From an optimization exercise on the open Yosys and OpenROAD flow, aimed at small area; shortcuts taken in it are not production practice.
The RTL was checked by simulation tests, not by an equivalence proof against the original design.
Power is estimated from default activity; no workload was simulated.

[config.mk]
export PLATFORM = sky130hd
export DESIGN_NAME = poly_top
export DESIGN_NICKNAME = poly_top
export VERILOG_FILES = /design/flow/design.v
export SDC_FILE = /design/flow/constraint.sdc
export NUM_CORES = 4
export LEC_CHECK = 0
export CAP_MARGIN = 0
export CORE_MARGIN = 2
export CORE_UTILIZATION = 60
export CTS_BUF_LIST = sky130_fd_sc_hd__clkbuf_8
export CTS_CLUSTER_SIZE = 20
export GPL_TIMING_DRIVEN = 0
export SLEW_MARGIN = 0
export SYNTH_HIERARCHICAL = 1
export SYNTH_MINIMUM_KEEP_SIZE = 0
[constraint.sdc]
create_clock -name core_clock -period 9.0 [get_ports {clk}]
set_input_delay 1.8000 -clock core_clock [delete_from_list [all_inputs] [get_ports {clk}]]
set_output_delay 1.8000 -clock core_clock [all_outputs]
set_load 0.01 [all_outputs]
[design.v]
module FA (
	input wire a, b, c,
	output wire s, co
);
	assign s = a ^ b ^ c;
	assign co = (a & b) | (a & c) | (b & c);
endmodule
module HA (
	input wire a, b,
	output wire s, co
);
	assign s = a ^ b;
	assign co = a & b;
endmodule
module Multiplier (
	input wire [29:0] x,
	output wire [18:0] lo,
	output wire [11:0] hi,
	output wire ck
);
	wire [29:0] un = ~x;
	wire u0 = un[0];
	wire u1 = un[1];
	wire u2 = un[2];
	wire u3 = un[3];
	wire u4 = un[4];
	wire u5 = un[5];
	wire u6 = un[6];
	wire u7 = un[7];
	wire u8 = un[8];
	wire u9 = un[9];
	wire u10 = un[10];
	wire u11 = un[11];
	wire u12 = un[12];
	wire u13 = un[13];
	wire u14 = un[14];
	wire u15 = un[15];
	wire u16 = un[16];
	wire u17 = un[17];
	wire u18 = un[18];
	wire u19 = un[19];
	wire u20 = un[20];
	wire u21 = un[21];
	wire u22 = un[22];
	wire u23 = un[23];
	wire u24 = un[24];
	wire u25 = un[25];
	wire u26 = un[26];
	wire u27 = un[27];
	wire u28 = un[28];
	wire u29 = un[29];
	wire p1 = u1 & ~u0;
	wire p2 = u0 & u1;
	wire p3 = u2 & ~u1;
	wire p4 = u1 & u2;
	wire p5 = u3 & ~u2;
	wire p6 = u2 & u3;
	wire p7 = u4 & ~u3;
	wire p8 = u3 & u4;
	wire p9 = u5 & ~u4;
	wire p10 = u4 & u5;
	wire p11 = u6 & ~u5;
	wire p12 = u5 & u6;
	wire p13 = u7 & ~u6;
	wire p14 = u6 & u7;
	wire p15 = u8 & ~u7;
	wire p16 = u7 & u8;
	wire p17 = u9 & ~u8;
	wire p18 = u8 & u9;
	wire p19 = u10 & ~u9;
	wire p20 = u9 & u10;
	wire p21 = u11 & ~u10;
	wire p22 = u10 & u11;
	wire p23 = u12 & ~u11;
	wire p24 = u11 & u12;
	wire p25 = u13 & ~u12;
	wire p26 = u12 & u13;
	wire p27 = u14 & ~u13;
	wire p28 = u13 & u14;
	wire p29 = u15 & ~u14;
	wire p30 = u0 & u2;
	wire p31 = u0 & u3;
	wire p32 = u0 & u4;
	wire p33 = u0 & u5;
	wire p34 = u0 & u6;
	wire p35 = u0 & u7;
	wire p36 = u0 & u8;
	wire p37 = u0 & u9;
	wire p38 = u0 & u10;
	wire p39 = u0 & u11;
	wire p40 = u0 & u12;
	wire p41 = u0 & u13;
	wire p42 = u0 & u14;
	wire p43 = u0 & u15;
	wire p44 = u0 & u16;
	wire p45 = u0 & u17;
	wire p46 = u0 & u18;
	wire p47 = u0 & u19;
	wire p48 = u0 & u20;
	wire p49 = u0 & u21;
	wire p50 = u0 & u22;
	wire p51 = u0 & u23;
	wire p52 = u0 & u24;
	wire p53 = u0 & u25;
	wire p54 = u0 & u26;
	wire p55 = u0 & u27;
	wire p56 = u0 & u28;
	wire p57 = u0 & u29;
	wire p58 = u1 & u3;
	wire p59 = u1 & u4;
	wire p60 = u1 & u5;
	wire p61 = u1 & u6;
	wire p62 = u1 & u7;
	wire p63 = u1 & u8;
	wire p64 = u1 & u9;
	wire p65 = u1 & u10;
	wire p66 = u1 & u11;
	wire p67 = u1 & u12;
	wire p68 = u1 & u13;
	wire p69 = u1 & u14;
	wire p70 = u1 & u15;
	wire p71 = u1 & u16;
	wire p72 = u1 & u17;
	wire p73 = u1 & u18;
	wire p74 = u1 & u19;
	wire p75 = u1 & u20;
	wire p76 = u1 & u21;
	wire p77 = u1 & u22;
	wire p78 = u1 & u23;
	wire p79 = u1 & u24;
	wire p80 = u1 & u25;
	wire p81 = u1 & u26;
	wire p82 = u1 & u27;
	wire p83 = u1 & u28;
	wire p84 = u2 & u4;
	wire p85 = u2 & u5;
	wire p86 = u2 & u6;
	wire p87 = u2 & u7;
	wire p88 = u2 & u8;
	wire p89 = u2 & u9;
	wire p90 = u2 & u10;
	wire p91 = u2 & u11;
	wire p92 = u2 & u12;
	wire p93 = u2 & u13;
	wire p94 = u2 & u14;
	wire p95 = u2 & u15;
	wire p96 = u2 & u16;
	wire p97 = u2 & u17;
	wire p98 = u2 & u18;
	wire p99 = u2 & u19;
	wire p100 = u2 & u20;
	wire p101 = u2 & u21;
	wire p102 = u2 & u22;
	wire p103 = u2 & u23;
	wire p104 = u2 & u24;
	wire p105 = u2 & u25;
	wire p106 = u2 & u26;
	wire p107 = u2 & u27;
	wire p108 = u3 & u5;
	wire p109 = u3 & u6;
	wire p110 = u3 & u7;
	wire p111 = u3 & u8;
	wire p112 = u3 & u9;
	wire p113 = u3 & u10;
	wire p114 = u3 & u11;
	wire p115 = u3 & u12;
	wire p116 = u3 & u13;
	wire p117 = u3 & u14;
	wire p118 = u3 & u15;
	wire p119 = u3 & u16;
	wire p120 = u3 & u17;
	wire p121 = u3 & u18;
	wire p122 = u3 & u19;
	wire p123 = u3 & u20;
	wire p124 = u3 & u21;
	wire p125 = u3 & u22;
	wire p126 = u3 & u23;
	wire p127 = u3 & u24;
	wire p128 = u3 & u25;
	wire p129 = u3 & u26;
	wire p130 = u4 & u6;
	wire p131 = u4 & u7;
	wire p132 = u4 & u8;
	wire p133 = u4 & u9;
	wire p134 = u4 & u10;
	wire p135 = u4 & u11;
	wire p136 = u4 & u12;
	wire p137 = u4 & u13;
	wire p138 = u4 & u14;
	wire p139 = u4 & u15;
	wire p140 = u4 & u16;
	wire p141 = u4 & u17;
	wire p142 = u4 & u18;
	wire p143 = u4 & u19;
	wire p144 = u4 & u20;
	wire p145 = u4 & u21;
	wire p146 = u4 & u22;
	wire p147 = u4 & u23;
	wire p148 = u4 & u24;
	wire p149 = u4 & u25;
	wire p150 = u5 & u7;
	wire p151 = u5 & u8;
	wire p152 = u5 & u9;
	wire p153 = u5 & u10;
	wire p154 = u5 & u11;
	wire p155 = u5 & u12;
	wire p156 = u5 & u13;
	wire p157 = u5 & u14;
	wire p158 = u5 & u15;
	wire p159 = u5 & u16;
	wire p160 = u5 & u17;
	wire p161 = u5 & u18;
	wire p162 = u5 & u19;
	wire p163 = u5 & u20;
	wire p164 = u5 & u21;
	wire p165 = u5 & u22;
	wire p166 = u5 & u23;
	wire p167 = u5 & u24;
	wire p168 = u6 & u8;
	wire p169 = u6 & u9;
	wire p170 = u6 & u10;
	wire p171 = u6 & u11;
	wire p172 = u6 & u12;
	wire p173 = u6 & u13;
	wire p174 = u6 & u14;
	wire p175 = u6 & u15;
	wire p176 = u6 & u16;
	wire p177 = u6 & u17;
	wire p178 = u6 & u18;
	wire p179 = u6 & u19;
	wire p180 = u6 & u20;
	wire p181 = u6 & u21;
	wire p182 = u6 & u22;
	wire p183 = u6 & u23;
	wire p184 = u7 & u9;
	wire p185 = u7 & u10;
	wire p186 = u7 & u11;
	wire p187 = u7 & u12;
	wire p188 = u7 & u13;
	wire p189 = u7 & u14;
	wire p190 = u7 & u15;
	wire p191 = u7 & u16;
	wire p192 = u7 & u17;
	wire p193 = u7 & u18;
	wire p194 = u7 & u19;
	wire p195 = u7 & u20;
	wire p196 = u7 & u21;
	wire p197 = u7 & u22;
	wire p198 = u8 & u10;
	wire p199 = u8 & u11;
	wire p200 = u8 & u12;
	wire p201 = u8 & u13;
	wire p202 = u8 & u14;
	wire p203 = u8 & u15;
	wire p204 = u8 & u16;
	wire p205 = u8 & u17;
	wire p206 = u8 & u18;
	wire p207 = u8 & u19;
	wire p208 = u8 & u20;
	wire p209 = u8 & u21;
	wire p210 = u9 & u11;
	wire p211 = u9 & u12;
	wire p212 = u9 & u13;
	wire p213 = u9 & u14;
	wire p214 = u9 & u15;
	wire p215 = u9 & u16;
	wire p216 = u9 & u17;
	wire p217 = u9 & u18;
	wire p218 = u9 & u19;
	wire p219 = u9 & u20;
	wire p220 = u10 & u12;
	wire p221 = u10 & u13;
	wire p222 = u10 & u14;
	wire p223 = u10 & u15;
	wire p224 = u10 & u16;
	wire p225 = u10 & u17;
	wire p226 = u10 & u18;
	wire p227 = u10 & u19;
	wire p228 = u11 & u13;
	wire p229 = u11 & u14;
	wire p230 = u11 & u15;
	wire p231 = u11 & u16;
	wire p232 = u11 & u17;
	wire p233 = u11 & u18;
	wire p234 = u12 & u14;
	wire p235 = u12 & u15;
	wire p236 = u12 & u16;
	wire p237 = u12 & u17;
	wire p238 = u13 & u15;
	wire p239 = u13 & u16;
	wire s240, c241;
	HA hs240 (.a(p26), .b(p54), .s(s240), .co(c241));
	wire s242, c243;
	FA fs242 (.a(p27), .b(p55), .c(p81), .s(s242), .co(c243));
	wire s244, c245;
	FA fs244 (.a(p28), .b(p56), .c(p82), .s(s244), .co(c245));
	wire s246, c247;
	HA hs246 (.a(p106), .b(p128), .s(s246), .co(c247));
	wire s248 = p29 ^ p57 ^ p83;
	wire s249 = p107 ^ p129 ^ p149;
	wire s250, c251;
	HA hs250 (.a(p18), .b(p46), .s(s250), .co(c251));
	wire s252, c253;
	FA fs252 (.a(p19), .b(p47), .c(p73), .s(s252), .co(c253));
	wire s254, c255;
	FA fs254 (.a(p20), .b(p48), .c(p74), .s(s254), .co(c255));
	wire s256, c257;
	HA hs256 (.a(p98), .b(p120), .s(s256), .co(c257));
	wire s258, c259;
	FA fs258 (.a(p21), .b(p49), .c(p75), .s(s258), .co(c259));
	wire s260, c261;
	FA fs260 (.a(p99), .b(p121), .c(p141), .s(s260), .co(c261));
	wire s262, c263;
	FA fs262 (.a(p22), .b(p50), .c(p76), .s(s262), .co(c263));
	wire s264, c265;
	FA fs264 (.a(p100), .b(p122), .c(p142), .s(s264), .co(c265));
	wire s266, c267;
	HA hs266 (.a(p160), .b(p176), .s(s266), .co(c267));
	wire s268, c269;
	FA fs268 (.a(p23), .b(p51), .c(p77), .s(s268), .co(c269));
	wire s270, c271;
	FA fs270 (.a(p101), .b(p123), .c(p143), .s(s270), .co(c271));
	wire s272, c273;
	FA fs272 (.a(p161), .b(p177), .c(p191), .s(s272), .co(c273));
	wire s274, c275;
	FA fs274 (.a(p24), .b(p52), .c(p78), .s(s274), .co(c275));
	wire s276, c277;
	FA fs276 (.a(p102), .b(p124), .c(p144), .s(s276), .co(c277));
	wire s278, c279;
	FA fs278 (.a(p162), .b(p178), .c(p192), .s(s278), .co(c279));
	wire s280, c281;
	HA hs280 (.a(p204), .b(p214), .s(s280), .co(c281));
	wire s282, c283;
	FA fs282 (.a(p25), .b(p53), .c(p79), .s(s282), .co(c283));
	wire s284, c285;
	FA fs284 (.a(p103), .b(p125), .c(p145), .s(s284), .co(c285));
	wire s286, c287;
	FA fs286 (.a(p163), .b(p179), .c(p193), .s(s286), .co(c287));
	wire s288, c289;
	FA fs288 (.a(p205), .b(p215), .c(p223), .s(s288), .co(c289));
	wire s290, c291;
	FA fs290 (.a(p80), .b(p104), .c(p126), .s(s290), .co(c291));
	wire s292, c293;
	FA fs292 (.a(p146), .b(p164), .c(p180), .s(s292), .co(c293));
	wire s294, c295;
	FA fs294 (.a(p194), .b(p206), .c(p216), .s(s294), .co(c295));
	wire s296, c297;
	FA fs296 (.a(p224), .b(p230), .c(p234), .s(s296), .co(c297));
	wire s298, c299;
	FA fs298 (.a(p105), .b(p127), .c(p147), .s(s298), .co(c299));
	wire s300, c301;
	FA fs300 (.a(p165), .b(p181), .c(p195), .s(s300), .co(c301));
	wire s302, c303;
	FA fs302 (.a(p207), .b(p217), .c(p225), .s(s302), .co(c303));
	wire s304, c305;
	FA fs304 (.a(p231), .b(p235), .c(c241), .s(s304), .co(c305));
	wire s306, c307;
	FA fs306 (.a(p148), .b(p166), .c(p182), .s(s306), .co(c307));
	wire s308, c309;
	FA fs308 (.a(p196), .b(p208), .c(p218), .s(s308), .co(c309));
	wire s310, c311;
	FA fs310 (.a(p226), .b(p232), .c(p236), .s(s310), .co(c311));
	wire s312, c313;
	FA fs312 (.a(p238), .b(c243), .c(s244), .s(s312), .co(c313));
	wire s314 = p167 ^ p183 ^ p197;
	wire s315 = p209 ^ p219 ^ p227;
	wire s316 = p233 ^ p237 ^ p239;
	wire s317 = c245 ^ c247 ^ s248;
	wire s318, c319;
	HA hs318 (.a(p12), .b(p40), .s(s318), .co(c319));
	wire s320, c321;
	FA fs320 (.a(p13), .b(p41), .c(p67), .s(s320), .co(c321));
	wire s322, c323;
	FA fs322 (.a(p14), .b(p42), .c(p68), .s(s322), .co(c323));
	wire s324, c325;
	HA hs324 (.a(p92), .b(p114), .s(s324), .co(c325));
	wire s326, c327;
	FA fs326 (.a(p15), .b(p43), .c(p69), .s(s326), .co(c327));
	wire s328, c329;
	FA fs328 (.a(p93), .b(p115), .c(p135), .s(s328), .co(c329));
	wire s330, c331;
	FA fs330 (.a(p16), .b(p44), .c(p70), .s(s330), .co(c331));
	wire s332, c333;
	FA fs332 (.a(p94), .b(p116), .c(p136), .s(s332), .co(c333));
	wire s334, c335;
	HA hs334 (.a(p154), .b(p170), .s(s334), .co(c335));
	wire s336, c337;
	FA fs336 (.a(p17), .b(p45), .c(p71), .s(s336), .co(c337));
	wire s338, c339;
	FA fs338 (.a(p95), .b(p117), .c(p137), .s(s338), .co(c339));
	wire s340, c341;
	FA fs340 (.a(p155), .b(p171), .c(p185), .s(s340), .co(c341));
	wire s342, c343;
	FA fs342 (.a(p72), .b(p96), .c(p118), .s(s342), .co(c343));
	wire s344, c345;
	FA fs344 (.a(p138), .b(p156), .c(p172), .s(s344), .co(c345));
	wire s346, c347;
	FA fs346 (.a(p186), .b(p198), .c(s250), .s(s346), .co(c347));
	wire s348, c349;
	FA fs348 (.a(p97), .b(p119), .c(p139), .s(s348), .co(c349));
	wire s350, c351;
	FA fs350 (.a(p157), .b(p173), .c(p187), .s(s350), .co(c351));
	wire s352, c353;
	FA fs352 (.a(p199), .b(c251), .c(s252), .s(s352), .co(c353));
	wire s354, c355;
	FA fs354 (.a(p140), .b(p158), .c(p174), .s(s354), .co(c355));
	wire s356, c357;
	FA fs356 (.a(p188), .b(p200), .c(p210), .s(s356), .co(c357));
	wire s358, c359;
	FA fs358 (.a(c253), .b(s254), .c(s256), .s(s358), .co(c359));
	wire s360, c361;
	FA fs360 (.a(p159), .b(p175), .c(p189), .s(s360), .co(c361));
	wire s362, c363;
	FA fs362 (.a(p201), .b(p211), .c(c255), .s(s362), .co(c363));
	wire s364, c365;
	FA fs364 (.a(c257), .b(s258), .c(s260), .s(s364), .co(c365));
	wire s366, c367;
	FA fs366 (.a(p190), .b(p202), .c(p212), .s(s366), .co(c367));
	wire s368, c369;
	FA fs368 (.a(p220), .b(c259), .c(c261), .s(s368), .co(c369));
	wire s370, c371;
	FA fs370 (.a(s262), .b(s264), .c(s266), .s(s370), .co(c371));
	wire s372, c373;
	FA fs372 (.a(p203), .b(p213), .c(p221), .s(s372), .co(c373));
	wire s374, c375;
	FA fs374 (.a(c263), .b(c265), .c(c267), .s(s374), .co(c375));
	wire s376, c377;
	FA fs376 (.a(s268), .b(s270), .c(s272), .s(s376), .co(c377));
	wire s378, c379;
	FA fs378 (.a(p222), .b(p228), .c(c269), .s(s378), .co(c379));
	wire s380, c381;
	FA fs380 (.a(c271), .b(c273), .c(s274), .s(s380), .co(c381));
	wire s382, c383;
	FA fs382 (.a(s276), .b(s278), .c(s280), .s(s382), .co(c383));
	wire s384, c385;
	FA fs384 (.a(p229), .b(c275), .c(c277), .s(s384), .co(c385));
	wire s386, c387;
	FA fs386 (.a(c279), .b(c281), .c(s282), .s(s386), .co(c387));
	wire s388, c389;
	FA fs388 (.a(s284), .b(s286), .c(s288), .s(s388), .co(c389));
	wire s390, c391;
	FA fs390 (.a(s240), .b(c283), .c(c285), .s(s390), .co(c391));
	wire s392, c393;
	FA fs392 (.a(c287), .b(c289), .c(s290), .s(s392), .co(c393));
	wire s394, c395;
	FA fs394 (.a(s292), .b(s294), .c(s296), .s(s394), .co(c395));
	wire s396, c397;
	FA fs396 (.a(s242), .b(c291), .c(c293), .s(s396), .co(c397));
	wire s398, c399;
	FA fs398 (.a(c295), .b(c297), .c(s298), .s(s398), .co(c399));
	wire s400, c401;
	FA fs400 (.a(s300), .b(s302), .c(s304), .s(s400), .co(c401));
	wire s402, c403;
	FA fs402 (.a(s246), .b(c299), .c(c301), .s(s402), .co(c403));
	wire s404, c405;
	FA fs404 (.a(c303), .b(c305), .c(s306), .s(s404), .co(c405));
	wire s406, c407;
	FA fs406 (.a(s308), .b(s310), .c(s312), .s(s406), .co(c407));
	wire s408 = s249 ^ c307 ^ c309;
	wire s409 = c311 ^ c313 ^ s314;
	wire s410 = s315 ^ s316 ^ s317;
	wire s411, c412;
	HA hs411 (.a(p8), .b(p36), .s(s411), .co(c412));
	wire s413, c414;
	FA fs413 (.a(p9), .b(p37), .c(p63), .s(s413), .co(c414));
	wire s415, c416;
	FA fs415 (.a(p10), .b(p38), .c(p64), .s(s415), .co(c416));
	wire s417, c418;
	HA hs417 (.a(p88), .b(p110), .s(s417), .co(c418));
	wire s419, c420;
	FA fs419 (.a(p11), .b(p39), .c(p65), .s(s419), .co(c420));
	wire s421, c422;
	FA fs421 (.a(p89), .b(p111), .c(p131), .s(s421), .co(c422));
	wire s423, c424;
	FA fs423 (.a(p66), .b(p90), .c(p112), .s(s423), .co(c424));
	wire s425, c426;
	FA fs425 (.a(p132), .b(p150), .c(s318), .s(s425), .co(c426));
	wire s427, c428;
	FA fs427 (.a(p91), .b(p113), .c(p133), .s(s427), .co(c428));
	wire s429, c430;
	FA fs429 (.a(p151), .b(c319), .c(s320), .s(s429), .co(c430));
	wire s431, c432;
	FA fs431 (.a(p134), .b(p152), .c(p168), .s(s431), .co(c432));
	wire s433, c434;
	FA fs433 (.a(c321), .b(s322), .c(s324), .s(s433), .co(c434));
	wire s435, c436;
	FA fs435 (.a(p153), .b(p169), .c(c323), .s(s435), .co(c436));
	wire s437, c438;
	FA fs437 (.a(c325), .b(s326), .c(s328), .s(s437), .co(c438));
	wire s439, c440;
	FA fs439 (.a(p184), .b(c327), .c(c329), .s(s439), .co(c440));
	wire s441, c442;
	FA fs441 (.a(s330), .b(s332), .c(s334), .s(s441), .co(c442));
	wire s443, c444;
	FA fs443 (.a(c331), .b(c333), .c(c335), .s(s443), .co(c444));
	wire s445, c446;
	FA fs445 (.a(s336), .b(s338), .c(s340), .s(s445), .co(c446));
	wire s447, c448;
	FA fs447 (.a(c337), .b(c339), .c(c341), .s(s447), .co(c448));
	wire s449, c450;
	FA fs449 (.a(s342), .b(s344), .c(s346), .s(s449), .co(c450));
	wire s451, c452;
	FA fs451 (.a(c343), .b(c345), .c(c347), .s(s451), .co(c452));
	wire s453, c454;
	FA fs453 (.a(s348), .b(s350), .c(s352), .s(s453), .co(c454));
	wire s455, c456;
	FA fs455 (.a(c349), .b(c351), .c(c353), .s(s455), .co(c456));
	wire s457, c458;
	FA fs457 (.a(s354), .b(s356), .c(s358), .s(s457), .co(c458));
	wire s459, c460;
	FA fs459 (.a(c355), .b(c357), .c(c359), .s(s459), .co(c460));
	wire s461, c462;
	FA fs461 (.a(s360), .b(s362), .c(s364), .s(s461), .co(c462));
	wire s463, c464;
	FA fs463 (.a(c361), .b(c363), .c(c365), .s(s463), .co(c464));
	wire s465, c466;
	FA fs465 (.a(s366), .b(s368), .c(s370), .s(s465), .co(c466));
	wire s467, c468;
	FA fs467 (.a(c367), .b(c369), .c(c371), .s(s467), .co(c468));
	wire s469, c470;
	FA fs469 (.a(s372), .b(s374), .c(s376), .s(s469), .co(c470));
	wire s471, c472;
	FA fs471 (.a(c373), .b(c375), .c(c377), .s(s471), .co(c472));
	wire s473, c474;
	FA fs473 (.a(s378), .b(s380), .c(s382), .s(s473), .co(c474));
	wire s475, c476;
	FA fs475 (.a(c379), .b(c381), .c(c383), .s(s475), .co(c476));
	wire s477, c478;
	FA fs477 (.a(s384), .b(s386), .c(s388), .s(s477), .co(c478));
	wire s479, c480;
	FA fs479 (.a(c385), .b(c387), .c(c389), .s(s479), .co(c480));
	wire s481, c482;
	FA fs481 (.a(s390), .b(s392), .c(s394), .s(s481), .co(c482));
	wire s483, c484;
	FA fs483 (.a(c391), .b(c393), .c(c395), .s(s483), .co(c484));
	wire s485, c486;
	FA fs485 (.a(s396), .b(s398), .c(s400), .s(s485), .co(c486));
	wire s487, c488;
	FA fs487 (.a(c397), .b(c399), .c(c401), .s(s487), .co(c488));
	wire s489, c490;
	FA fs489 (.a(s402), .b(s404), .c(s406), .s(s489), .co(c490));
	wire s491 = c403 ^ c405 ^ c407;
	wire s492 = s408 ^ s409 ^ s410;
	wire s493, c494;
	HA hs493 (.a(p6), .b(p34), .s(s493), .co(c494));
	wire s495, c496;
	FA fs495 (.a(p7), .b(p35), .c(p61), .s(s495), .co(c496));
	wire s497, c498;
	FA fs497 (.a(p62), .b(p86), .c(p108), .s(s497), .co(c498));
	wire s499, c500;
	FA fs499 (.a(p87), .b(p109), .c(c412), .s(s499), .co(c500));
	wire s501, c502;
	FA fs501 (.a(p130), .b(c414), .c(s415), .s(s501), .co(c502));
	wire s503, c504;
	FA fs503 (.a(c416), .b(c418), .c(s419), .s(s503), .co(c504));
	wire s505, c506;
	FA fs505 (.a(c420), .b(c422), .c(s423), .s(s505), .co(c506));
	wire s507, c508;
	FA fs507 (.a(c424), .b(c426), .c(s427), .s(s507), .co(c508));
	wire s509, c510;
	FA fs509 (.a(c428), .b(c430), .c(s431), .s(s509), .co(c510));
	wire s511, c512;
	FA fs511 (.a(c432), .b(c434), .c(s435), .s(s511), .co(c512));
	wire s513, c514;
	FA fs513 (.a(c436), .b(c438), .c(s439), .s(s513), .co(c514));
	wire s515, c516;
	FA fs515 (.a(c440), .b(c442), .c(s443), .s(s515), .co(c516));
	wire s517, c518;
	FA fs517 (.a(c444), .b(c446), .c(s447), .s(s517), .co(c518));
	wire s519, c520;
	FA fs519 (.a(c448), .b(c450), .c(s451), .s(s519), .co(c520));
	wire s521, c522;
	FA fs521 (.a(c452), .b(c454), .c(s455), .s(s521), .co(c522));
	wire s523, c524;
	FA fs523 (.a(c456), .b(c458), .c(s459), .s(s523), .co(c524));
	wire s525, c526;
	FA fs525 (.a(c460), .b(c462), .c(s463), .s(s525), .co(c526));
	wire s527, c528;
	FA fs527 (.a(c464), .b(c466), .c(s467), .s(s527), .co(c528));
	wire s529, c530;
	FA fs529 (.a(c468), .b(c470), .c(s471), .s(s529), .co(c530));
	wire s531, c532;
	FA fs531 (.a(c472), .b(c474), .c(s475), .s(s531), .co(c532));
	wire s533, c534;
	FA fs533 (.a(c476), .b(c478), .c(s479), .s(s533), .co(c534));
	wire s535, c536;
	FA fs535 (.a(c480), .b(c482), .c(s483), .s(s535), .co(c536));
	wire s537, c538;
	FA fs537 (.a(c484), .b(c486), .c(s487), .s(s537), .co(c538));
	wire s539 = c488 ^ c490 ^ s491;
	wire s540, c541;
	HA hs540 (.a(p4), .b(p32), .s(s540), .co(c541));
	wire s542, c543;
	FA fs542 (.a(p5), .b(p33), .c(p59), .s(s542), .co(c543));
	wire s544, c545;
	FA fs544 (.a(p60), .b(p84), .c(s493), .s(s544), .co(c545));
	wire s546, c547;
	FA fs546 (.a(p85), .b(c494), .c(s495), .s(s546), .co(c547));
	wire s548, c549;
	FA fs548 (.a(s411), .b(c496), .c(s497), .s(s548), .co(c549));
	wire s550, c551;
	FA fs550 (.a(s413), .b(c498), .c(s499), .s(s550), .co(c551));
	wire s552, c553;
	FA fs552 (.a(s417), .b(c500), .c(s501), .s(s552), .co(c553));
	wire s554, c555;
	FA fs554 (.a(s421), .b(c502), .c(s503), .s(s554), .co(c555));
	wire s556, c557;
	FA fs556 (.a(s425), .b(c504), .c(s505), .s(s556), .co(c557));
	wire s558, c559;
	FA fs558 (.a(s429), .b(c506), .c(s507), .s(s558), .co(c559));
	wire s560, c561;
	FA fs560 (.a(s433), .b(c508), .c(s509), .s(s560), .co(c561));
	wire s562, c563;
	FA fs562 (.a(s437), .b(c510), .c(s511), .s(s562), .co(c563));
	wire s564, c565;
	FA fs564 (.a(s441), .b(c512), .c(s513), .s(s564), .co(c565));
	wire s566, c567;
	FA fs566 (.a(s445), .b(c514), .c(s515), .s(s566), .co(c567));
	wire s568, c569;
	FA fs568 (.a(s449), .b(c516), .c(s517), .s(s568), .co(c569));
	wire s570, c571;
	FA fs570 (.a(s453), .b(c518), .c(s519), .s(s570), .co(c571));
	wire s572, c573;
	FA fs572 (.a(s457), .b(c520), .c(s521), .s(s572), .co(c573));
	wire s574, c575;
	FA fs574 (.a(s461), .b(c522), .c(s523), .s(s574), .co(c575));
	wire s576, c577;
	FA fs576 (.a(s465), .b(c524), .c(s525), .s(s576), .co(c577));
	wire s578, c579;
	FA fs578 (.a(s469), .b(c526), .c(s527), .s(s578), .co(c579));
	wire s580, c581;
	FA fs580 (.a(s473), .b(c528), .c(s529), .s(s580), .co(c581));
	wire s582, c583;
	FA fs582 (.a(s477), .b(c530), .c(s531), .s(s582), .co(c583));
	wire s584, c585;
	FA fs584 (.a(s481), .b(c532), .c(s533), .s(s584), .co(c585));
	wire s586, c587;
	FA fs586 (.a(s485), .b(c534), .c(s535), .s(s586), .co(c587));
	wire s588, c589;
	FA fs588 (.a(s489), .b(c536), .c(s537), .s(s588), .co(c589));
	wire s590 = s492 ^ c538 ^ s539;
	wire s591, c592;
	HA hs591 (.a(p2), .b(p30), .s(s591), .co(c592));
	wire s593, c594;
	FA fs593 (.a(p3), .b(p31), .c(c592), .s(s593), .co(c594));
	wire s595, c596;
	FA fs595 (.a(p58), .b(s540), .c(c594), .s(s595), .co(c596));
	wire s597, c598;
	FA fs597 (.a(c541), .b(s542), .c(c596), .s(s597), .co(c598));
	wire s599, c600;
	FA fs599 (.a(c543), .b(s544), .c(c598), .s(s599), .co(c600));
	wire s601, c602;
	FA fs601 (.a(c545), .b(s546), .c(c600), .s(s601), .co(c602));
	wire s603, c604;
	FA fs603 (.a(c547), .b(s548), .c(c602), .s(s603), .co(c604));
	wire s605, c606;
	FA fs605 (.a(c549), .b(s550), .c(c604), .s(s605), .co(c606));
	wire s607, c608;
	FA fs607 (.a(c551), .b(s552), .c(c606), .s(s607), .co(c608));
	wire s609, c610;
	FA fs609 (.a(c553), .b(s554), .c(c608), .s(s609), .co(c610));
	wire s611, c612;
	FA fs611 (.a(c555), .b(s556), .c(c610), .s(s611), .co(c612));
	wire s613, c614;
	FA fs613 (.a(c557), .b(s558), .c(c612), .s(s613), .co(c614));
	wire s615, c616;
	FA fs615 (.a(c559), .b(s560), .c(c614), .s(s615), .co(c616));
	wire s617, c618;
	FA fs617 (.a(c561), .b(s562), .c(c616), .s(s617), .co(c618));
	wire s619, c620;
	FA fs619 (.a(c563), .b(s564), .c(c618), .s(s619), .co(c620));
	wire s621, c622;
	FA fs621 (.a(c565), .b(s566), .c(c620), .s(s621), .co(c622));
	wire s623, c624;
	HA hs623 (.a(c567), .b(s568), .s(s623), .co(c624));
	wire s625, c626;
	FA fs625 (.a(c569), .b(s570), .c(c624), .s(s625), .co(c626));
	wire s627, c628;
	FA fs627 (.a(c571), .b(s572), .c(c626), .s(s627), .co(c628));
	wire s629, c630;
	FA fs629 (.a(c573), .b(s574), .c(c628), .s(s629), .co(c630));
	wire s631, c632;
	FA fs631 (.a(c575), .b(s576), .c(c630), .s(s631), .co(c632));
	wire s633, c634;
	FA fs633 (.a(c577), .b(s578), .c(c632), .s(s633), .co(c634));
	wire s635, c636;
	FA fs635 (.a(c579), .b(s580), .c(c634), .s(s635), .co(c636));
	wire s637, c638;
	FA fs637 (.a(c581), .b(s582), .c(c636), .s(s637), .co(c638));
	wire s639, c640;
	FA fs639 (.a(c583), .b(s584), .c(c638), .s(s639), .co(c640));
	wire s641, c642;
	FA fs641 (.a(c585), .b(s586), .c(c640), .s(s641), .co(c642));
	wire s643, c644;
	FA fs643 (.a(c587), .b(s588), .c(c642), .s(s643), .co(c644));
	wire s645 = c589 ^ s590 ^ c644;
	assign lo = {s621, s619, s617, s615, s613, s611, s609, s607, s605, s603, s601, s599, s597, s595, s593, s591, p1, 1'b0, u0};
	assign hi = {s645, s643, s641, s639, s637, s635, s633, s631, s629, s627, s625, s623};
	assign ck = c622;
endmodule
module poly_top #(
	parameter a = 2,
	parameter b = 4,
	parameter c = 6,
	parameter data_width = 32
)
(
	input wire clk,rst,
	input wire [data_width-1:0] x,
	input wire in_valid,
	output wire [data_width-1:0] y,
	output wire out_valid,
	output wire [1:0] state
);
	localparam K = 19;
	reg [1:0] q;
	always @(posedge clk) begin
		if (rst | ~in_valid) q <= 2'b00;
		else q <= {q[1] | q[0], q[1] | ~q[0]};
	end
	assign state = {q[1], q[0] & ~q[1]};
	assign out_valid = q[1] & q[0];
	reg [29:0] x0, x1;
	reg [K-1:0] rlo;
	reg [30-K:0] rhi;
	reg rck;
	wire [K-1:0] lo;
	wire [30-K:0] hi;
	wire ck;
	Multiplier sqr (.x(x1), .lo(lo), .hi(hi), .ck(ck));
	always @(posedge clk) begin
		x0 <= x[29:0];
		x1 <= x0;
		rlo <= lo;
		rhi <= hi;
		rck <= ck;
	end
	wire [30-K:0] shi = rhi + rck;
	assign y = {shi, rlo[K-1:2], 1'b1, rlo[0], 1'b0};
endmodule
[run.sh]
#!/bin/bash
# synth_recipe.tcl (not shown) runs the flow's synth.tcl, then flattens the netlist and writes it again
# the make line also repeats each setting of config.mk as NAME=value (left out here)
make -C /OpenROAD-flow-scripts/flow DESIGN_CONFIG=/design/flow/config.mk WORK_HOME=/design/flow/orfs CLKGATE_MAP_FILE= SYNTH_SCRIPT=/design/flow/synth_recipe.tcl finish
==> results of run 1 <==
per-stage QoR:
stage | std cells | instance area, µm² | total power [W] | util [%]
after floorplan | 670 | 7610 | 0.00193 | -
final | 918 | 8680 | 0.00262 | 69.4
after detailed placement | 907 | 8480 | 0.00238 | 67.7
after global routing | 918 | 8680 | 0.00288 | 69.4
after CTS | 923 | 8690 | 0.00267 | 69.4
after global placement | 907 | 8480 | 0.00232 | 67.7
layout by cell type, fill, tap and decap left out, types with 2 or more instances in the layout:
cell type	n
buf_2	3
buf_4	33
buf_6	2
clkbuf_1	24
clkbuf_2	8
clkbuf_8	9
clkdlybuf4s50_1	65
clkinv_8	3
conb_1	2
dfxtp_1	92
fa_1	181
ha_1	18
inv_1	3
inv_8	2
nand2_1	3
nand3_1	3
nor2_1	226
nor2_2	3
nor2_4	2
nor2b_1	15
nor3_1	2
xnor2_1	24
xor2_1	10
what timing repair did:
action,CTS,global route
buffers inserted,0,0
resized for setup,0,14
setup endpoints to repair,0,1
worst reg2reg max path: cells and delay by family (launching register included):
family	cells	cell delay [ps]
buffers and inverters	2	670
and+or+nand+nor	1	120
DFF	1	540
adders and majority gates	15	6070
xor gates and xnor gates	5	1210
routing by layer:
metal,up-vias,GRT usage (%)
met3,30,7.21
met1,2511,35.3
li1,2107,-
met5,-,0
met4,0,9.10
met2,241,42.7
worst paths after layout:
kind,slack (ps),end,cells after the start,start
setup reg to reg,330,rhi[11]$_DFF_P_,23,x1[16]$_DFF_P_
setup / recovery,330,rhi[11]$_DFF_P_,23,x1[16]$_DFF_P_
hold reg to reg,330,x1[26]$_DFF_P_,0,x0[26]$_DFF_P_
hold / removal,330,x1[26]$_DFF_P_,0,x0[26]$_DFF_P_
report_power, final:
part	switching (W)	internal, W	leakage, nW
clock	0.000177	0.000113	0.106
combinational	0.000709	0.00105	2.95
sequential	0.0000524	0.000519	0.784
flip-flops by register name (all words and copies together), names as in the netlist:
signal,cells
q,2
rck,1
rhi,12
rlo,18
x0,30
x1,30
area by class of cell:
type,instances,area (µm²),area share (%)
Buffer,71,419,4.83
Clock buffer,9,124,1.43
Clock inverter,7,88.8,1.02
Inverter,3,11.3,0.130
Multi-Input combinational cell,498,5310,61.2
Sequential cell,93,1860,21.5
Tap cell,172,215,2.48
Timing Repair Buffer,65,651,7.49
==> impl_metrics.json, run 1 <==
{
  "initial_core_util_pct": 60.8,
  "endpoint_kind": "flop",
  "worst-path-max-fanout": 10,
  "vias_in_the_first_global_route": 5261,
  "synthCells": 670,
  "die_width_um": 117,
  "maxSlewViolCount": 0,
  "n_antenna_cell": 0,
  "tritoncts": "done",
  "insertion_delay_ps": 390,
  "post_drt_via_cell_ratio": 5.33,
  "finalSetupTns_ps": 0,
  "worst_path_dominant_cell_family": "adder cells",
  "clock_tree.buffer_depth": 2,
  "setup_repair_after_global_routing_missed_its_margin": "false",
  "wl_mm": 16.0,
  "nets": 975,
  "drcViolationCount": 0,
  "post-dp-hpwl_mm": 12.7,
  "ios": 70,
  "clock_tree.htree_level_count": 3,
  "filler_cell_count": 994,
  "iteration_0_drc_count_of_the_detailed_router": 296,
  "critical_path.slowest_cell": "dfxtp_1",
  "criticalPathCategory": "flop to flop",
  "cts_hold_repair.buffers": 0,
  "nets_in_the_synthesized_netlist": 904,
  "cellLeakagePower_nw": 3.84,
  "gpl.final_weighted_congestion": 0.920,
  "worstSetupStartpointType": "flop",
  "wl_per_cell_um": 17.5,
  "largest_net_degree_at_the_start_of_global_routing": 21,
  "finalCriticalPeriod_ps": 8670,
  "critPathRequiredTime_ps": 9300,
  "met3_wl_post_dr_mm": 1.33,
  "crit_path_frequent_cell": "fa_1",
  "worst_ir_drop_vdd_v": 0.000265,
  "setup_slack_ps": 331,
  "crit_path_max_incr_delay_ps": 540,
  "synth_area_um2": 7610,
  "skew_ps": 12.7,
  "critical_path.cell_chain": "clkbuf_1 -> nor2_1 -> fa_1 -> fa_1 -> fa_1 -> fa_1 -> ha_1 -> fa_1 -> fa_1 -> fa_1 -> fa_1 -> fa_1 -> fa_1 -> fa_1 -> fa_1 -> fa_1 -> fa_1 -> xnor2_1 -> xnor2_1 -> xnor2_1 -> xnor2_1 -> xnor3_1 -> buf_4",
  "antenna_found_initial": 0,
  "hold_path_class": "flop to flop",
  "clock_tree.root_cell": "clkbuf_8",
  "post-route-period-util_pct": 96.3,
  "detail_route.wirelength.met1_mm": 6.41,
  "worstPathArrival_ps": 8970,
  "holdWs_ps": 332,
  "grt_pass1_wl_mm": 26.6,
  "total_grt_usage_pct": 26.5,
  "power.density_nw_per_um2": 301,
  "syn-mean-instance-area_um2": 11.4,
  "outcome": "timing/DRC/antenna clean",
  "die_area_um2": 13600,
  "placeableCoreArea_um2": 12500,
  "placement_rows": 41,
  "maxSlewHeadroom_pct": 57.6,
  "timing_worst_slew_pin_value_ps": 637,
  "drtPass1Iterations": 5,
  "drt_antenna_net_count": 0,
  "areaGrowthSynthToFinish_pct": 14.1,
  "cts.clk_slew.worst_paths_ps": 110,
  "max-cap-violations": 0,
  "die-height_um": 117,
  "place.port_buffers": 65,
  "cts.sink_count": 93,
  "layout-drive-gt1-share_pct": 9.92,
  "cts_made_buffers": 9,
  "path_buf_inv": 2,
  "globalRouteOverflowTotal": 0,
  "final_hold_viols": 0,
  "timing.fmax_mhz": 115,
  "yosys_warnings": 7,
  "wire_length_on_met2_mm": 7.88,
  "routed.top_layer": "met4",
  "detailroute.via_count": 4889,
  "setup_violations": 0,
  "place_worst_setup_slack_ps": 33.0
}
==> run 2: changes to the inputs <==
==> config.mk (replaced) <==
export PLATFORM = sky130hd
export DESIGN_NAME = poly_top
export DESIGN_NICKNAME = poly_top
export VERILOG_FILES = /design/flow/design.v
export SDC_FILE = /design/flow/constraint.sdc
export NUM_CORES = 4
export LEC_CHECK = 0
export CAP_MARGIN = 20
export CORE_MARGIN = 2
export CORE_UTILIZATION = 40
export SLEW_MARGIN = 20
export SYNTH_HIERARCHICAL = 1
export SYNTH_MINIMUM_KEEP_SIZE = 0
==> impl_metrics.json, run 2 <==
{
  "outcome": "timing/DRC/antenna clean",
  "insertion_delay_ps": 360,
  "hold_path_class": "flop to flop",
  "clock_tree.htree_level_count": 3,
  "grt_pass1_wl_mm": 27.8,
  "tritoncts": "done",
  "post_drt_via_cell_ratio": 5.09,
  "path_buf_inv": 0,
  "setup_repair_after_global_routing_missed_its_margin": "false",
  "criticalPathCategory": "flop to flop",
  "skew_ps": 11.5,
  "setup_violations": 0,
  "rr_worst_depth": 21,
  "worst-path-max-fanout": 12,
  "nets": 930,
  "die-height_um": 142,
  "initial_core_util_pct": 40.7,
  "placement_rows": 50,
  "drt_antenna_net_count": 0,
  "crit_path_frequent_cell": "fa_1",
  "grtUsageMet2_pct": 30.6,
  "endpoint_kind": "flop",
  "antenna_found_initial": 0,
  "maxSlewHeadroom_pct": 60.5,
  "globalRouteOverflowTotal": 0,
  "clock_tree.buffer_depth": 2,
  "min_delay_path_depth": 0,
  "die_width_um": 142,
  "holdWs_ps": 319,
  "total_grt_usage_pct": 18.2,
  "critical_path.slowest_cell": "dfxtp_1",
  "critPathRequiredTime_ps": 9220,
  "globalRouteMet1Util_pct": 23.2,
  "syn-mean-instance-area_um2": 11.4,
  "critical_path.cell_chain": "nor2b_1 -> fa_1 -> fa_1 -> fa_1 -> fa_1 -> ha_1 -> fa_1 -> fa_1 -> fa_1 -> fa_1 -> fa_1 -> fa_1 -> fa_1 -> fa_1 -> fa_1 -> fa_1 -> xnor2_1 -> xnor2_1 -> xnor2_1 -> xnor2_1 -> xnor3_1",
  "drcViolationCount": 0,
  "max-cap-violations": 0,
  "postLayoutCellArea_um2": 8620,
  "cellLeakagePower_nw": 3.76,
  "power.density_nw_per_um2": 264,
  "yosys_warnings": 7,
  "cts_hold_repair.buffers": 0,
  "registers_with_the_most_flip_flops": "x0: 30 flops, x1: 30 flops, rlo: 18 flops",
  "detailroute.via_count": 4757,
  "instance_area_at_placement_um2": 8320,
  "placeableCoreArea_um2": 18700,
  "areaGrowthSynthToFinish_pct": 13.2,
  "worstSetupStartpointType": "flop",
  "globalRouteMet3Util_pct": 4.34,
  "final_hold_viols": 0,
  "gpl.final_weighted_congestion": 0.879,
  "clock_tree.root_cell": "clkbuf_16",
  "final_common_cell": "nor2_1",
  "cts.repair.resized": 0,
  "final_cell_mix": "nor2_1, fa_1, dfxtp_1",
  "timing_worst_slew_pin_value_ps": 591,
  "place.port_buffers": 65,
  "vias_in_the_first_global_route": 5353,
  "post-route-period-util_pct": 93.0,
  "nets_in_the_synthesized_netlist": 904,
  "iteration_0_drc_count_of_the_detailed_router": 375,
  "crit_path_max_incr_delay_ps": 700,
  "cts_made_buffers": 9,
  "ios": 70,
  "n_antenna_cell": 0,
  "largest_net_degree_at_the_start_of_global_routing": 26,
  "synthCells": 670,
  "timing.fmax_mhz": 120,
  "worstPathArrival_ps": 8590,
  "wl_per_cell_um": 18.1,
  "finalCriticalPeriod_ps": 8370,
  "critical_path_depth": 21,
  "finalSetupTns_ps": 0,
  "maxSlewViolCount": 0,
  "worst_ir_drop_vdd_v": 0.000207,
  "wl_mm": 16.9,
  "layout-drive-gt1-share_pct": 7.56,
  "synth_area_um2": 7610,
  "post-dp-hpwl_mm": 13.0,
  "cts.clk_slew.worst_paths_ps": 70,
  "cts.sink_count": 93,
  "post-cts-setup-buffers": 0,
  "die_area_um2": 20200,
  "worst_path_dominant_cell_family": "adder cells",
  "drtPass1Iterations": 5,
  "grt_most_used_layer": "met2"
}
-- run 2: worst paths after layout --
path | startpoint | endpoint | slack [ps]
worst max-delay path | x1[8]$_DFF_P_ | rhi[11]$_DFF_P_ | 630
worst min-delay path | x0[24]$_DFF_P_ | x1[24]$_DFF_P_ | 320
worst max register to register | x1[8]$_DFF_P_ | rhi[11]$_DFF_P_ | 630
worst min register to register | x0[24]$_DFF_P_ | x1[24]$_DFF_P_ | 320
-- run 2: per-layer routing --
| metal | vias up | wire length [µm] |
|---|---|---|
| met5 | - | 0 |
| met4 | 0 | 445 |
| met3 | 37 | 1220 |
| met2 | 239 | 8410 |
| met1 | 2463 | 6830 |
| li1 | 2018 | - |
-- run 2: per-stage QoR --
| step | total power [W] | utilization, % | cells | setup slack (ps) |
|---|---|---|---|---|
| 2_1_floorplan | 0.00193 | - | 670 | 987 |
| 3_3_place_gp | 0.00191 | 44.5 | 919 | 660 |
| 3_5_place_dp | 0.00194 | 44.5 | 919 | 577 |
| 4_1_cts | 0.00232 | 46.1 | 935 | 569 |
| 5_1_grt | 0.00249 | 46.1 | 935 | 338 |
| 6_report | 0.00227 | 46.1 | 935 | 632 |
-- run 2: where the power goes --
part	switching [W]	leakage [nW]	internal, W
sequential	0.0000583	0.784	0.000518
combinational	0.000631	2.83	0.000686
clock	0.000183	0.147	0.000196
-- run 2: area by class of cell --
cell class              instances  area [µm²]
well taps                     234         293
multi-input cells             498        5310
inverters                       3        11.3
fillers                      1695       10100
flip-flops and latches         93        1860
clock buffers                   9         225
repair buffers                 91         846
clock inverters                 7        73.8
-- run 2: worst reg2reg max path: cells and delay by family, from the launching register on --
| kind | cells | cell delay (ps) |
|---|---|---|
| xor+xnor | 5 | 1180 |
| simple gates | 1 | 270 |
| fa+ha+maj | 15 | 6090 |
| flops | 1 | 700 |
==> run 3: changes to the inputs <==
--- a/design.v
+++ b/design.v
@@ -735,6 +735,15 @@
 		rhi <= hi;
 		rck <= ck;
 	end
-	wire [30-K:0] shi = rhi + rck;
+	wire [30-K:0] shi;
+	wire [31-K:0] inc;
+	assign inc[0] = rck;
+	genvar i;
+	generate
+		for (i = 0; i < 30 - K; i = i + 1) begin : incr
+			HA h (.a(rhi[i]), .b(inc[i]), .s(shi[i]), .co(inc[i+1]));
+		end
+	endgenerate
+	assign shi[30-K] = rhi[30-K] ^ inc[30-K];
 	assign y = {shi, rlo[K-1:2], 1'b1, rlo[0], 1'b0};
 endmodule
==> config.mk (replaced) <==
export PLATFORM = sky130hd
export DESIGN_NAME = poly_top
export DESIGN_NICKNAME = poly_top
export VERILOG_FILES = /design/flow/design.v
export SDC_FILE = /design/flow/constraint.sdc
export NUM_CORES = 4
export LEC_CHECK = 0
export CAP_MARGIN = 0
export CORE_MARGIN = 2
export CORE_UTILIZATION = 60
export CTS_BUF_LIST = sky130_fd_sc_hd__clkbuf_8
export CTS_CLUSTER_SIZE = 20
export SLEW_MARGIN = 0
export SYNTH_HIERARCHICAL = 1
export SYNTH_MINIMUM_KEEP_SIZE = 0
==> impl_metrics.json, run 3 <==
{
  "post_drt_via_cell_ratio": 5.33,
  "clock_tree.htree_level_count": 3,
  "setup_repair_after_global_routing_missed_its_margin": "false",
  "worstPathArrival_ps": 8450,
  "total_grt_usage_pct": 26.1,
  "die_area_um2": 13500,
  "endpoint_kind": "flop",
  "r2r_slack_ps": 830,
  "timing.fmax_mhz": 122,
  "placeableCoreArea_um2": 12100,
  "rr_worst_depth": 21,
  "syn-mean-instance-area_um2": 11.5,
  "power.density_nw_per_um2": 249,
  "placement_rows": 40,
  "gpl.final_weighted_congestion": 0.892,
  "hold_path_class": "flop to flop",
  "startpoint": "x1[1]$_DFF_P_",
  "clock_tree.root_cell": "clkbuf_8",
  "max-cap-violations": 0,
  "final_hold_viols": 0,
  "multiInputGateArea_um2": 5230,
  "maxSlewViolCount": 0,
  "initial_core_util_pct": 62.2,
  "timing_worst_slew_pin_value_ps": 663,
  "clock_tree.buffer_depth": 2,
  "cellLeakagePower_nw": 3.73,
  "largest_net_degree_at_the_start_of_global_routing": 23,
  "wl_per_cell_um": 18.2,
  "insertion_delay_ps": 380,
  "filler_cell_count": 947,
  "ios": 70,
  "wl_mm": 15.5,
  "layout-drive-gt1-share_pct": 7.76,
  "antenna_found_initial": 0,
  "cts_hold_repair.buffers": 0,
  "drt_antenna_net_count": 0,
  "post-dp-hpwl_mm": 12.3,
  "critPathRequiredTime_ps": 9270,
  "yosys_warnings": 7,
  "criticalPathCategory": "flop to flop",
  "tritoncts": "done",
  "final_common_cell": "nor2_1",
  "cts.sink_count": 93,
  "synthCells": 652,
  "worst_ir_drop_vdd_v": 0.000156,
  "outcome": "timing/DRC/antenna clean",
  "min-delay-start": "x0[3]$_DFF_P_",
  "grt_pass1_wl_mm": 25.8,
  "layout.area.seq_um2": 1860,
  "worstSetupStartpointType": "flop",
  "timing.rr.end": "rhi[11]$_DFF_P_",
  "setup_slack_ps": 826,
  "globalRouteOverflowTotal": 0,
  "fin_total_pwr_w": 0.00208,
  "instance_area_at_placement_um2": 8160,
  "areaGrowthSynthToFinish_pct": 11.2,
  "final_cell_mix": "nor2_1, fa_1, dfxtp_1",
  "drtPass1Iterations": 5,
  "cts_made_buffers": 9,
  "cts.repair.resized": 0,
  "maxSlewHeadroom_pct": 55.7,
  "n_antenna_cell": 0,
  "cts.clk_slew.worst_paths_ps": 110,
  "iteration_0_drc_count_of_the_detailed_router": 344,
  "finalCriticalPeriod_ps": 8170,
  "vias_in_the_first_global_route": 5044,
  "post-cts-setup-buffers": 0,
  "nets": 920,
  "registers_with_the_most_flip_flops": "x0: 30 flops, x1: 30 flops, rlo: 18 flops",
  "postLayoutCellArea_um2": 8370,
  "nets_in_the_synthesized_netlist": 894,
  "setup_violations": 0,
  "drcViolationCount": 0,
  "skew_ps": 12.4,
  "finalSetupTns_ps": 0,
  "synth_area_um2": 7530,
  "crit_end": "rhi[11]$_DFF_P_",
  "post-route-period-util_pct": 90.8,
  "place.port_buffers": 65,
  "detailroute.via_count": 4535,
  "critical_path.reg2reg.startpoint": "x1[1]$_DFF_P_",
  "die_width_um": 116,
  "worst-path-max-fanout": 14,
  "die-height_um": 116,
  "place_worst_setup_slack_ps": 792
}
run 3: area by class of cell:
type                       count  area share (%)
multi-input combinational    482            62.5
sequential                    93            22.2
timing repair buffer          91            10.1
tap                          168            2.51
clock buffer                   9            1.48
clock inverter                 7            1.09
inverter                       1          0.0448
run 3: worst max-delay path, stage by stage (launching register included):
cell and delay (ps):
dfxtp_1 760, nor2_1 140, fa_1 500, fa_1 460
fa_1 530, fa_1 410, ha_1 210, fa_1 380
fa_1 390, fa_1 380, fa_1 390, fa_1 390
fa_1 390, fa_1 400, fa_1 400, fa_1 390
fa_1 420, xnor2_1 160, xnor2_1 200, xnor2_1 110
xnor2_1 220, xnor3_1 430
run 3: worst min-delay path by stage:
stage | end | slack [ps] | cells after the start
2_1_floorplan | x1[0]$_DFF_P_ | 310 | 0
3_3_place_gp | x1[24]$_DFF_P_ | 310 | 0
3_5_place_dp | x1[26]$_DFF_P_ | 310 | 0
4_1_cts | x1[3]$_DFF_P_ | 330 | 0
5_1_grt | x1[24]$_DFF_P_ | 340 | 0
6_report | x1[3]$_DFF_P_ | 330 | 0
run 3: power by group:
group          total [W]  switching (W)  internal, W
combinational    0.00123       0.000569     0.000661
sequential      0.000557      0.0000398     0.000517
clock           0.000295       0.000183     0.000112
run 3: through the flow:
step           hold WS (ps)  std cells  util [%]
4_1_cts                 335        851      69.1
5_1_grt                 344        851      69.1
6_report                335        851      69.1
3_3_place_gp            310        835      67.3
3_5_place_dp            312        835      67.3
2_1_floorplan           310        652         -
run 3: metal layers:
metal / vias up / GRT usage, % / part of all wire, %
li1: 1961 / - / -
met1: 2336 / 35.4 / 40
met2: 209 / 42.2 / 50
met3: 29 / 5.02 / 7.8
met4: 0 / 10.2 / 2.7
met5: - / 0 / 0
==> run 4: changes to the inputs <==
==> flow/run.sh (new file) <==
#!/bin/bash
# The standard layout (standard.sh, with the standard synthesis) with two changes:
# the port buffers use the smallest buffer cell, and clock tree synthesis adds no
# dummy loads.  Each make run's full output goes to its own log file here.
set -euo pipefail
bash standard.sh synth > synth.log 2>&1
bash standard.sh \
	"BUFFER_PORTS_ARGS=-buffer_cell sky130_fd_sc_hd__buf_1" \
	"CTS_ARGS=-sink_clustering_enable -repair_clock_nets -sink_clustering_size 30 -buf_list sky130_fd_sc_hd__clkbuf_8 -dont_use_dummy_load" \
	finish > layout.log 2>&1
==> standard.sh (new file) <==
#!/bin/bash
# synth_recipe.tcl (not shown) runs the flow's synth.tcl, then flattens the netlist and writes it again
# the make line also repeats each setting of config.mk as NAME=value (left out here)
make -C /OpenROAD-flow-scripts/flow DESIGN_CONFIG=/design/flow/config.mk WORK_HOME=/design/flow/orfs CLKGATE_MAP_FILE= SYNTH_SCRIPT=/design/flow/synth_recipe.tcl "${@:-finish}"
--- a/config.mk
+++ b/config.mk
@@ -7,7 +7,7 @@
 export LEC_CHECK = 0
 export CAP_MARGIN = 0
 export CORE_MARGIN = 2
-export CORE_UTILIZATION = 60
+export CORE_UTILIZATION = 75
 export CTS_BUF_LIST = sky130_fd_sc_hd__clkbuf_8
 export CTS_CLUSTER_SIZE = 20
 export SLEW_MARGIN = 0
removed: run.sh
==> impl_metrics.json, run 4 <==
{
  "largest_net_degree_at_the_start_of_global_routing": 25,
  "critical_path.slowest_cell": "dfxtp_1",
  "yosys_warnings": 7,
  "worst_ir_drop_vdd_v": 0.000328,
  "criticalPathCategory": "flop to flop",
  "synth_area_um2": 7530,
  "maxSlewHeadroom_pct": 58.5,
  "placeableCoreArea_um2": 9770,
  "worstPathArrival_ps": 8550,
  "final_common_cell": "nor2_1",
  "r2r_slack_ps": 690,
  "hold-path-endpoint": "x1[23]$_DFF_P_",
  "final_cells": 808,
  "gpl.final_weighted_congestion": 0.944,
  "wl_mm": 15.7,
  "clock_tree.htree_level_count": 3,
  "final_hold_viols": 0,
  "final_cell_mix": "nor2_1, fa_1, dfxtp_1",
  "detailroute.via_count": 4713,
  "crit_path_frequent_cell": "fa_1",
  "dp.cells": 799,
  "cts.repair.resized": 0,
  "min_delay_path_depth": 0,
  "placement_rows": 36,
  "critical_path.cell_chain": "nor2_1 -> fa_1 -> fa_1 -> fa_1 -> fa_1 -> ha_1 -> fa_1 -> fa_1 -> fa_1 -> fa_1 -> fa_1 -> fa_1 -> fa_1 -> fa_1 -> fa_1 -> fa_1 -> xnor2_1 -> xnor2_1 -> xnor2_1 -> xnor2_1 -> xnor3_1",
  "ios": 70,
  "nets_in_the_synthesized_netlist": 894,
  "skew_ps": 24.7,
  "place.port_buffers": 65,
  "cts_hold_repair.buffers": 0,
  "areaGrowthSynthToFinish_pct": 3.89,
  "endpoint_kind": "flop",
  "critical_path.reg2reg.startpoint": "x1[7]$_DFF_P_",
  "drcViolationCount": 0,
  "timing.fmax_mhz": 120,
  "setup_violations": 0,
  "layout-drive-gt1-share_pct": 6.67,
  "drt_antenna_net_count": 0,
  "cts.clk_slew.worst_paths_ps": 80,
  "post-route-period-util_pct": 92.4,
  "finalCriticalPeriod_ps": 8310,
  "crit_path_max_incr_delay_ps": 670,
  "worst-path-max-fanout": 13,
  "holdWs_ps": 314,
  "clock_tree.root_cell": "clkbuf_8",
  "grt_pass1_wl_mm": 26.5,
  "rr_worst_depth": 21,
  "antenna_found_initial": 0,
  "maxSlewViolCount": 0,
  "critPathRequiredTime_ps": 9240,
  "finalSetupTns_ps": 0,
  "cellLeakagePower_nw": 3.51,
  "n_antenna_cell": 0,
  "post-dp-hpwl_mm": 12.3,
  "post-cts-setup-buffers": 0,
  "hold_path_class": "flop to flop",
  "total_grt_usage_pct": 32.4,
  "globalRouteOverflowTotal": 0,
  "wl_per_cell_um": 19.4,
  "syn-mean-instance-area_um2": 11.5,
  "cts.sink_count": 93,
  "outcome": "timing/DRC/antenna clean",
  "die_area_um2": 10900,
  "insertion_delay_ps": 350,
  "power.density_nw_per_um2": 246,
  "initial_core_util_pct": 77.0,
  "die_width_um": 104,
  "vias_in_the_first_global_route": 5452,
  "post_drt_via_cell_ratio": 5.83,
  "setup_repair_after_global_routing_missed_its_margin": "false",
  "timing.rr.end": "rhi[11]$_DFF_P_",
  "clock_tree.buffer_depth": 2,
  "iteration_0_drc_count_of_the_detailed_router": 286,
  "die-height_um": 104,
  "min-delay-start": "x0[23]$_DFF_P_",
  "nets": 919,
  "drtPass1Iterations": 6,
  "registers_with_the_most_flip_flops": "x0: 30 flops, x1: 30 flops, rlo: 18 flops",
  "cts_made_buffers": 9,
  "worstSetupStartpointType": "flop",
  "tritoncts": "done",
  "max-cap-violations": 0,
  "timing_worst_slew_pin_value_ps": 622,
  "synthCells": 652
}
run 4: report_power, final:
part | internal, W | leakage [nW] | switching (W)
clock network | 0.0000898 | 0.0647 | 0.000127
logic | 0.000569 | 2.66 | 0.000584
registers | 0.000517 | 0.784 | 0.0000387
total | 0.00118 | 3.51 | 0.000750
run 4: worst max-delay path by stage:
stage | slack, ps | endpoint | start | depth (start not counted)
after CTS | 690 | rhi[11]$_DFF_P_ | x1[7]$_DFF_P_ | 21
after detailed placement | 740 | rhi[11]$_DFF_P_ | x1[7]$_DFF_P_ | 21
after global placement | 920 | rhi[11]$_DFF_P_ | x1[7]$_DFF_P_ | 21
after floorplan | 990 | rhi[11]$_DFF_P_ | x1[2]$_DFF_P_ | 24
after global routing | 390 | rhi[11]$_DFF_P_ | x1[7]$_DFF_P_ | 21
final | 690 | rhi[11]$_DFF_P_ | x1[7]$_DFF_P_ | 21
run 4: layout make-up:
cell class	count	area [µm²]
inverters	1	3.75
flip-flops and latches	93	1860
well taps	133	166
fillers	636	1950
multi-input cells	482	5230
clock buffers	9	124
repair buffers	90	432
run 4: metrics by stage:
step                      cell area (µm²)  setup WS, ps  utilization (%)  power (W)
after global routing                 7820           389             80.0    0.00216
after CTS                            7820           692             80.0    0.00196
after floorplan                      7530           987                -    0.00189
final                                7820           688             80.0    0.00193
after detailed placement             7700           737             78.8    0.00174
after global placement               7700           919             78.8    0.00167
run 4: layer usage:
metal	part of all wire (%)	up-vias	track usage [%]
li1	-	1949	-
met1	36	2396	41.1
met2	50	296	52.4
met3	9.5	72	8.90
met4	4.2	0	15.4
met5	0	-	0
run 4: worst max-delay path: cells and delay by family (launching register included):
| kind | cells | cell delay, ps |
|---|---|---|
| xor gates and xnor gates | 5 | 1260 |
| adders and majority gates | 15 | 6110 |
| DFF | 1 | 670 |
| and+or+nand+nor | 1 | 150 |
==> run 5: changes to the inputs <==
--- a/flow/run.sh
+++ b/flow/run.sh
@@ -6,5 +6,5 @@
 bash standard.sh synth > synth.log 2>&1
 bash standard.sh \
 	"BUFFER_PORTS_ARGS=-buffer_cell sky130_fd_sc_hd__buf_1" \
-	"CTS_ARGS=-sink_clustering_enable -repair_clock_nets -sink_clustering_size 30 -buf_list sky130_fd_sc_hd__clkbuf_8 -dont_use_dummy_load" \
+	"CTS_ARGS=-sink_clustering_enable -repair_clock_nets -sink_clustering_size 20 -buf_list sky130_fd_sc_hd__clkbuf_8 -dont_use_dummy_load" \
 	finish > layout.log 2>&1
--- a/config.mk
+++ b/config.mk
@@ -7,7 +7,7 @@
 export LEC_CHECK = 0
 export CAP_MARGIN = 0
 export CORE_MARGIN = 2
-export CORE_UTILIZATION = 75
+export CORE_UTILIZATION = 60
 export CTS_BUF_LIST = sky130_fd_sc_hd__clkbuf_8
 export CTS_CLUSTER_SIZE = 20
 export SLEW_MARGIN = 0
==> impl_metrics.json, run 5 <==
{
  "outcome": "timing/DRC/antenna clean",
  "wl_mm": 15.3,
  "hold_path_class": "flop to flop",
  "layout-drive-gt1-share_pct": 6.94,
  "rr_worst_depth": 21,
  "cts_hold_repair.buffers": 0,
  "worst_ir_drop_vdd_v": 0.000171,
  "drt_antenna_net_count": 0,
  "switchingPower_w": 0.000738,
  "cts_made_buffers": 9,
  "maxSlewHeadroom_pct": 56.6,
  "cts.clk_slew.worst_paths_ps": 100,
  "die_width_um": 116,
  "place.port_buffers": 65,
  "ios": 70,
  "r2r_slack_ps": 800,
  "vias_in_the_first_global_route": 4912,
  "critical_path.reg2reg.startpoint": "x1[4]$_DFF_P_",
  "n_antenna_cell": 0,
  "wl_per_cell_um": 18.1,
  "power.share.combinational_pct": 59.2,
  "criticalPathCategory": "flop to flop",
  "multiInputGateArea_um2": 5230,
  "drcViolationCount": 0,
  "post_drt_via_cell_ratio": 5.29,
  "detailroute.via_count": 4468,
  "syn-mean-instance-area_um2": 11.5,
  "tritoncts": "done",
  "timing.fmax_mhz": 122,
  "gpl.final_weighted_congestion": 0.892,
  "placement_rows": 40,
  "setup_violations": 0,
  "layout.area.seq_um2": 1860,
  "clock_tree.buffer_depth": 2,
  "post-cts-setup-buffers": 0,
  "part_of_the_total_power_dissipated_in_the_clock_network_pct": 11.7,
  "utilization_after_layout_pct": 65.1,
  "globalRouteOverflowTotal": 0,
  "post-route-period-util_pct": 91.1,
  "final_hold_viols": 0,
  "insertion_delay_ps": 390,
  "nets": 921,
  "timing_worst_slew_pin_value_ps": 650,
  "timing.rr.end": "rhi[11]$_DFF_P_",
  "min-delay-start": "x0[17]$_DFF_P_",
  "initial_core_util_pct": 62.2,
  "endpoint_kind": "flop",
  "critPathRequiredTime_ps": 9250,
  "die_area_um2": 13500,
  "skew_ps": 28.9,
  "drtPass1Iterations": 4,
  "finalCriticalPeriod_ps": 8200,
  "p_int_w": 0.00117,
  "worstSetupStartpointType": "flop",
  "hold-path-endpoint": "x1[17]$_DFF_P_",
  "yosys_warnings": 7,
  "total_grt_usage_pct": 25.7,
  "min_delay_path_depth": 0,
  "max-cap-violations": 0,
  "placeableCoreArea_um2": 12100,
  "filler_cell_count": 995,
  "synth_area_um2": 7530,
  "clock_tree.root_cell": "clkbuf_8",
  "worstPathArrival_ps": 8450,
  "seq_power_share_pct": 29.2,
  "maxSlewViolCount": 0,
  "synthCells": 652,
  "final_common_cell": "nor2_1",
  "worst-path-max-fanout": 14,
  "final_cell_mix": "nor2_1, fa_1, dfxtp_1",
  "setup_repair_after_global_routing_missed_its_margin": "false",
  "cellLeakagePower_nw": 3.52,
  "swShare_pct": 38.6,
  "cts.sink_count": 93,
  "largest_net_degree_at_the_start_of_global_routing": 23,
  "power.density_nw_per_um2": 243,
  "iteration_0_drc_count_of_the_detailed_router": 308,
  "startpoint": "x1[4]$_DFF_P_",
  "grt_pass1_wl_mm": 25.3,
  "die-height_um": 116,
  "registers_with_the_most_flip_flops": "x0: 30 flops, x1: 30 flops, rlo: 18 flops",
  "clock_tree.htree_level_count": 3,
  "cts.repair.resized": 0,
  "nets_in_the_synthesized_netlist": 894,
  "antenna_found_initial": 0,
  "post-dp-hpwl_mm": 12.2,
  "areaGrowthSynthToFinish_pct": 4.67,
  "finalSetupTns_ps": 0
}
[run 5: worst max-delay path, stage by stage, from the launching register on]
cell and delay (ps):
dfxtp_1 750, nor2_1 130, fa_1 490, fa_1 430, fa_1 530, fa_1 410
ha_1 210, fa_1 390, fa_1 400, fa_1 390, fa_1 380, fa_1 390
fa_1 410, fa_1 400, fa_1 390, fa_1 390, fa_1 450, xnor2_1 160
xnor2_1 200, xnor2_1 170, xnor2_1 160, xnor3_1 410
[run 5: per-stage QoR]
step	worst slack [ps]	hold slack [ps]	power (W)	instance area (µm²)	instances
finish	799	329	0.00191	7880	845
global route	473	336	0.00213	7880	845
CTS	732	328	0.00197	7880	845
detailed placement	778	312	0.00174	7760	836
global placement	856	310	0.00170	7760	836
floorplan	987	310	0.00189	7530	652
[run 5: final cells by class]
| type | count | share of cell area [%] |
|---|---|---|
| timing repair buffer | 92 | 5.67 |
| multi-input combinational | 482 | 66.4 |
| inverter | 1 | 0.0476 |
| clock buffer | 9 | 1.57 |
| sequential | 93 | 23.6 |
| tap | 168 | 2.67 |
[run 5: worst max path at each step]
stage	end	slack, ps	cells after the start
5_1_grt	rhi[11]$_DFF_P_	470	21
3_3_place_gp	rhi[11]$_DFF_P_	860	21
4_1_cts	rhi[11]$_DFF_P_	730	21
3_5_place_dp	rhi[11]$_DFF_P_	780	21
6_report	rhi[11]$_DFF_P_	800	21
2_1_floorplan	rhi[11]$_DFF_P_	990	24
[run 5: routing by layer]
| layer | part of all wire, % | up-vias | GRT usage, % |
|---|---|---|---|
| li1 | - | 1954 | - |
| met1 | 42 | 2296 | 36.0 |
| met2 | 49 | 189 | 40.8 |
| met3 | 6.8 | 29 | 4.18 |
| met4 | 2.8 | 0 | 10.4 |
| met5 | 0 | - | 0 |
[run 5: power groups by stage]
stage	combinational, W	sequential, W	clock (W)
after floorplan	0.00132	0.000566	0
after global placement	0.00113	0.000566	0
after detailed placement	0.00117	0.000568	0
after CTS	0.00118	0.000558	0.000232
after global routing	0.00132	0.000566	0.000250
final	0.00113	0.000557	0.000223

[what the ideal ports hide]
The flow's constraints put no driver on any port. The routed layouts listed below were extracted and timed again, unchanged, in two steps.
Step 1 (the two cells are an assumption about what drives the block):
set clk [get_ports {clk}]
set_driving_cell -lib_cell sky130_fd_sc_hd__clkbuf_16 $clk
set_driving_cell -lib_cell sky130_fd_sc_hd__buf_2 [delete_from_list [all_inputs] $clk]
Step 2 moves the port delays by t, midway between the first and last clock arrival at a register: inputs arrive t later, outputs are due t later. That takes back most of the time a late clock gives input paths.
a / b / c = ideal ports / drivers / drivers and shift; a / b = the first two.
run	t, ns	setup slack, ns	worst setup path at the end	latest minus earliest clock arrival (ns)	worst data-port slew with drivers (ns)
run 1	0.413	0.331 / 0.331 / 0.331	register to register	0.012 / 0.013	0.03
run 2	0.395	0.632 / 0.632 / 0.632	register to register	0.011 / 0.012	0.04
run 3	0.411	0.826 / 0.826 / 0.826	register to register	0.012 / 0.012	0.04
run 4	0.383	0.688 / 0.688 / 0.688	register to register	0.036 / 0.036	0.03
run 5	0.408	0.799 / 0.799 / 0.799	register to register	0.029 / 0.029	0.04
After both steps setup and hold are still met in every run listed.
